Background: an optimization exercise with open tools, aiming at small area and a short achievable clock period. Do not read the settings as production practice.
Where RTL was checked, it was by simulation tests only, not by an equivalence proof against the original.

Design ViterbiDecoder, start of the top module:
module ViterbiDecoder (
    input  wire       clock,
    input  wire       reset,
    input  wire       io_enq_valid,
    input  wire [7:0] io_enq_bits,
    output wire       io_deq_valid,
    output wire       io_deq_bits
);
    localparam W = 8;
    function automatic par6(input [5:0] x);
        par6 = ^x;
    endfunction
    wire signed [5:0] y0 = {{2{io_enq_bits[3]}}, io_enq_bits[3:0]};
    wire signed [5:0] y1 = {{2{io_enq_bits[7]}}, io_enq_bits[7:4]};
    reg  [6:0]        frameCnt;
    reg               v1, i1;
    reg  signed [5:0] bm [0:3];       
    always @(posedge clock) begin
        bm[0] <=  y0 + y1;
        bm[1] <=  y1 - y0;
        bm[2] <=  y0 - y1;
        bm[3] <= -y0 - y1;
        v1  <= io_enq_valid & ~reset;
        i1  <= reset | (&frameCnt);
        if (reset)
            frameCnt <= 7'd0;
        else if (io_enq_valid)
            frameCnt <= frameCnt + 7'd1;
    end
    reg  [W-1:0] sm [0:31];
    wire [31:0]  sel;               
    genvar m;
    generate
        for (m = 0; m < 16; m = m + 1) begin : g_acs
            localparam [5:0] C = 2*m;
            localparam [1:0] L = {par6(C & 6'o75), par6(C & 6'o53)};
            wire signed [5:0] x  = bm[L];         
            wire signed [5:0] nx = bm[~L];
            wire [W-1:0] m0 = sm[2*m];
            wire [W-1:0] m1 = sm[2*m+1];
            wire signed [W-1:0] e = m1 - m0;
            wire signed [6:0] cx  = {x,  1'b0};
            wire signed [6:0] cnx = {nx, 1'b0};
            assign sel[m]      = e < cx;
            assign sel[m + 16] = e < cnx;
            wire [W-1:0] sx  = {{(W-6){x[5]}},  x};
            wire [W-1:0] snx = {{(W-6){nx[5]}}, nx};
            wire [W-1:0] nlo = sel[m]      ? m0 + sx  : m1 + snx;
            wire [W-1:0] nhi = sel[m + 16] ? m0 + snx : m1 + sx;
            always @(posedge clock) begin
                if (i1) begin
                    sm[m]      <= {W{1'b0}};
                    sm[m + 16] <= {W{1'b0}};
                end else if (v1) begin
                    sm[m]      <= nlo;
                    sm[m + 16] <= nhi;
                end
            end
        end
    endgenerate
    reg  [31:0] sa, sb;
    reg         dvalid;
    wire        vnow = v1 & ~reset;
    always @(posedge clock) begin
        sa     <= {32{vnow}} &  sel;
  ...
make LEC_CHECK=0 CAP_MARGIN=20 CORE_MARGIN=2 CORE_UTILIZATION=40 CTS_CLUSTER_DIAMETER=100 CTS_CLUSTER_SIZE=22 SETUP_SLACK_MARGIN=3.5 SLEW_MARGIN=20 finish   # period 7.0 ns
run.sh (not shown) runs the stock make flow with config.mk's settings and CLKGATE_MAP_FILE= SYNTH_SCRIPT=/design/flow/synth_recipe.tcl, a recipe that flattens the netlist after the stock synthesis.
The baseline finished clean.
Next try:
CTS_CLUSTER_DIAMETER = unset   (was 100)
CTS_CLUSTER_SIZE = unset   (was 22)
Setup slack improved by 0.012 ns.
Register-to-register slack barely changes.
Hold slack barely changes.
First-iteration DRC count goes down by 3.0%.

Another version of the RTL of ViterbiDecoder (not shown whole).
For scale: ~1,600 flip-flops, ~88,000 sq um of cells after synthesis.
export LEC_CHECK = 0
export CAP_MARGIN = 20
export CORE_MARGIN = 2
export CORE_UTILIZATION = 40
export SETUP_SLACK_MARGIN = 3.8
export SLEW_MARGIN = 20
create_clock -name core_clock -period 7.0 [get_ports {clock}]
Rerun with:
Settings changed: SETUP_SLACK_MARGIN 3.8 to 3.5.
Result:
- cell area drops by 2.7%
- clock-buffer cell count came out lower by 6
- via count drops by 0.34%
- non-clock buffer count fell by 122
- setup slack degrades by 0.10 ns
No run of this note included a check of the RTL's function; only the layout flow was run.

The RTL this note starts from:
==> flow/design.v <==
module ViterbiDecoder (
    input  wire       clock,
    input  wire       reset,
    input  wire       io_enq_valid,
    input  wire [7:0] io_enq_bits,
    output wire       io_deq_valid,
    output wire       io_deq_bits
);
    localparam W = 9;
    function automatic par6(input [5:0] x);
        par6 = ^x;
    endfunction
    wire signed [4:0] y0 = {io_enq_bits[3], io_enq_bits[3:0]};
    wire signed [4:0] y1 = {io_enq_bits[7], io_enq_bits[7:4]};
    reg  [6:0]        frameCnt;
    reg               v1, i1;
    reg  signed [4:0] bmA, bmB;       
    always @(posedge clock) begin
        bmA <= y0 + y1;
        bmB <= y1 - y0;
        v1  <= io_enq_valid & ~reset;
        i1  <= reset | (&frameCnt);
        if (reset)
            frameCnt <= 7'd0;
        else if (io_enq_valid)
            frameCnt <= frameCnt + 7'd1;
    end
    reg  [W-1:0] sm [0:31];
    wire [31:0]  sel;
    genvar m;
    generate
        for (m = 0; m < 16; m = m + 1) begin : g_acs
            localparam [5:0] C = 2*m;
            localparam [1:0] L = {par6(C & 6'o75), par6(C & 6'o53)};
            wire signed [4:0] b  = (L == 2'd0 || L == 2'd3) ? bmA : bmB;
            wire signed [W-1:0] bx = {{(W-5){b[4]}}, b};
            wire signed [W-1:0] x  = (L == 2'd0 || L == 2'd1) ? bx : -bx;
            wire [W-1:0] m0 = sm[2*m];
            wire [W-1:0] m1 = sm[2*m+1];
            wire [W-1:0] t0lo = m0 + x;
            wire [W-1:0] t1lo = m1 - x;
            wire [W-1:0] t0hi = m0 - x;
            wire [W-1:0] t1hi = m1 + x;
            wire [W-1:0] vlo  = m1 - m0 - {x[W-2:0], 1'b0};
            wire [W-1:0] vhi  = m1 - m0 + {x[W-2:0], 1'b0};
            assign sel[m]      = vlo[W-1];
            assign sel[m + 16] = vhi[W-1];
            always @(posedge clock) begin
                if (i1) begin
                    sm[m]      <= {W{1'b0}};
                    sm[m + 16] <= {W{1'b0}};
                end else if (v1) begin
                    sm[m]      <= sel[m]      ? t0lo : t1lo;
                    sm[m + 16] <= sel[m + 16] ? t0hi : t1hi;
                end
            end
        end
    endgenerate
    reg  [31:0] sa, sb;
    reg         dvalid;
    wire        vnow = v1 & ~reset;
    always @(posedge clock) begin
        sa     <= {32{vnow}} &  sel;
        sb     <= {32{vnow}} & ~sel;
        dvalid <= vnow;
    end
    wire sh = ~dvalid;
    localparam NST = 48;
    reg  [31:0] r [5:NST-1];
    always @(posedge clock)
        r[5] <= sb | (r[5] & {32{sh}});
    genvar g, j;
    generate
        for (g = 6; g < NST; g = g + 1) begin : g_stage
            for (j = 0; j < 32; j = j + 1) begin : g_bit
                always @(posedge clock)
                    r[g][j] <= (r[g-1][2*(j%16)]   & sa[j])
                             | (r[g-1][2*(j%16)+1] & sb[j])
                             | (r[g][j]            & sh);
            end
        end
    endgenerate
    reg obit, ovalid;
    reg [5:0] nDec;
    always @(posedge clock) begin
        obit <= (r[NST-1][0] & sa[0]) | (r[NST-1][1] & sb[0]);
        if (reset) begin
            nDec   <= 6'd0;
            ovalid <= 1'b0;
        end else begin
            if (dvalid && nDec != 6'd48)
                nDec <= nDec + 6'd1;
            ovalid <= dvalid && nDec == 6'd48;
        end
    end
    assign io_deq_valid = ovalid;
    assign io_deq_bits  = obit;
endmodule
make LEC_CHECK=0 CAP_MARGIN=20 CORE_MARGIN=2 CORE_UTILIZATION=60 SETUP_SLACK_MARGIN=4.0 SLEW_MARGIN=20 finish   # period 7.0 ns
Rerun with:
--- a/flow/config.mk
+++ b/flow/config.mk
@@ -10 +10 @@
-export CORE_UTILIZATION = 60
+export CORE_UTILIZATION = 40
The new run ran to the end with no violations; core utilization shrinks by 24 points; synthesized cell count is unchanged; sequential share of layout area shrinks by 0.43 points; clock-buffer cell count grows by 9; flip-flop and latch count stays the same; worst setup slack is better by 0.34 ns; die area grows by 49%; maximum frequency grows by 9.8%; first-iteration DRC count shrinks by 12%.
Function was not checked in any run of this note: the RTL went through the layout flow alone.

ViterbiDecoder, a different RTL version from the one above (not shown whole).
For scale: ~13 I/O pins, roughly 89000 µm² of cells after synthesis.
Settings: LEC_CHECK=0, CAP_MARGIN=20, CORE_MARGIN=2, CORE_UTILIZATION=40, CTS_CLUSTER_DIAMETER=100, CTS_CLUSTER_SIZE=30, SETUP_SLACK_MARGIN=3.5, SLEW_MARGIN=20; clock period 7.0 ns.
Next try:
CTS_CLUSTER_DIAMETER = unset   (was 100)
CTS_CLUSTER_SIZE = unset   (was 30)
After rerunning: Die area does not change. Utilization rises by 1.7 points. Sequential share of layout area shrinks by 1.3 points. Hold slack got worse by 7.4 ps. Final cell count rises by 1.6%. Register-to-register slack is worse by 20 ps. Worst setup slack loses 22 ps.
Function was not checked in any run of this note: the RTL went through the layout flow alone.

Setup of lane 1:
ViterbiDecoder again, from the RTL that the note above started with.
Settings: LEC_CHECK=0, CAP_MARGIN=20, CORE_MARGIN=2, CORE_UTILIZATION=40, SETUP_SLACK_MARGIN=4.5, SLEW_MARGIN=20; clock period 7.0 ns.
Lane 1 | stages: all done | timing, DRC, antenna: all pass
The inputs of lane 2 differ from those of lane 1 as listed below.
- swapping 4.5 for 4.0 in SETUP_SLACK_MARGIN
[summary]
Lane 2 reached the end of the flow, and the finished layout is clean on the timing, DRC and antenna checks.
Compared to lane 1, the routing of lane 2 uses less wire.
Met3 routing resource usage after global routing, lane 1 and lane 2: smaller value in lane 2
Lane 2 ended with more worst setup slack than lane 1.
Lane 1 -> lane 2: largest net degree at the start of global routing increased by more than a quarter
Relative to lane 1, the final cell area reported for lane 2 is lower.
Changes observed in lane 2 relative to lane 1: area growth from synthesis to layout went down.
Function was not checked in any run of this note: the RTL went through the layout flow alone.

[separate check: timing with driven ports]
The results above use ideal ports. As a check the final layouts listed here were re-extracted and re-timed, cells and wires unchanged.
Step 1, drivers: a clkbuf_16 drives clock and a buf_2 each remaining input, both assumed.
Step 2 adds t to the input delays and takes it off the output delays; t is the mean of the earliest and latest rising clock arrival at the registers after step 1. Input paths then give back, and output paths get back, about the clock's delay inside the block.
Slacks: no drivers / after step 1 / after step 2; pairs: no drivers / after step 1.
| run | shift t [ns] | setup slack, ns | worst data-port slew with drivers (ns) | pins driven straight from the clock port |
|---|---|---|---|---|
| the first run of note 1 | 0.877 | 3.527 / 3.527 / 3.190 | 0.04 | 1 |
| the second run of note 1 | 0.927 | 3.539 / 3.539 / 3.177 | 0.04 | 1 |
| the first run of note 2 | 0.930 | 3.386 / 3.386 / 3.027 | 0.14 | 1 |
| the second run of note 2 | 0.928 | 3.286 / 3.286 / 2.930 | 0.10 | 1 |
| the first run of note 3 | 0.871 | 3.208 / 3.208 / 3.155 | 0.04 | 1 |
| the second run of note 3 | 0.926 | 3.547 / 3.547 / 3.303 | 0.03 | 1 |
| the first run of note 4 | 0.859 | 3.562 / 3.562 / 3.174 | 0.04 | 1 |
| the second run of note 4 | 0.927 | 3.539 / 3.539 / 3.177 | 0.04 | 1 |
| lane 1 | 0.924 | 3.487 / 3.487 / 3.431 | 0.04 | 1 |
| lane 2 | 0.934 | 3.571 / 3.571 / 3.346 | 0.04 | 1 |
After both steps every run listed still meets setup and hold. The setup slack of the first run of note 4, which loses most, moves by 0.000 ns with the drivers and by -0.388 ns with both steps.
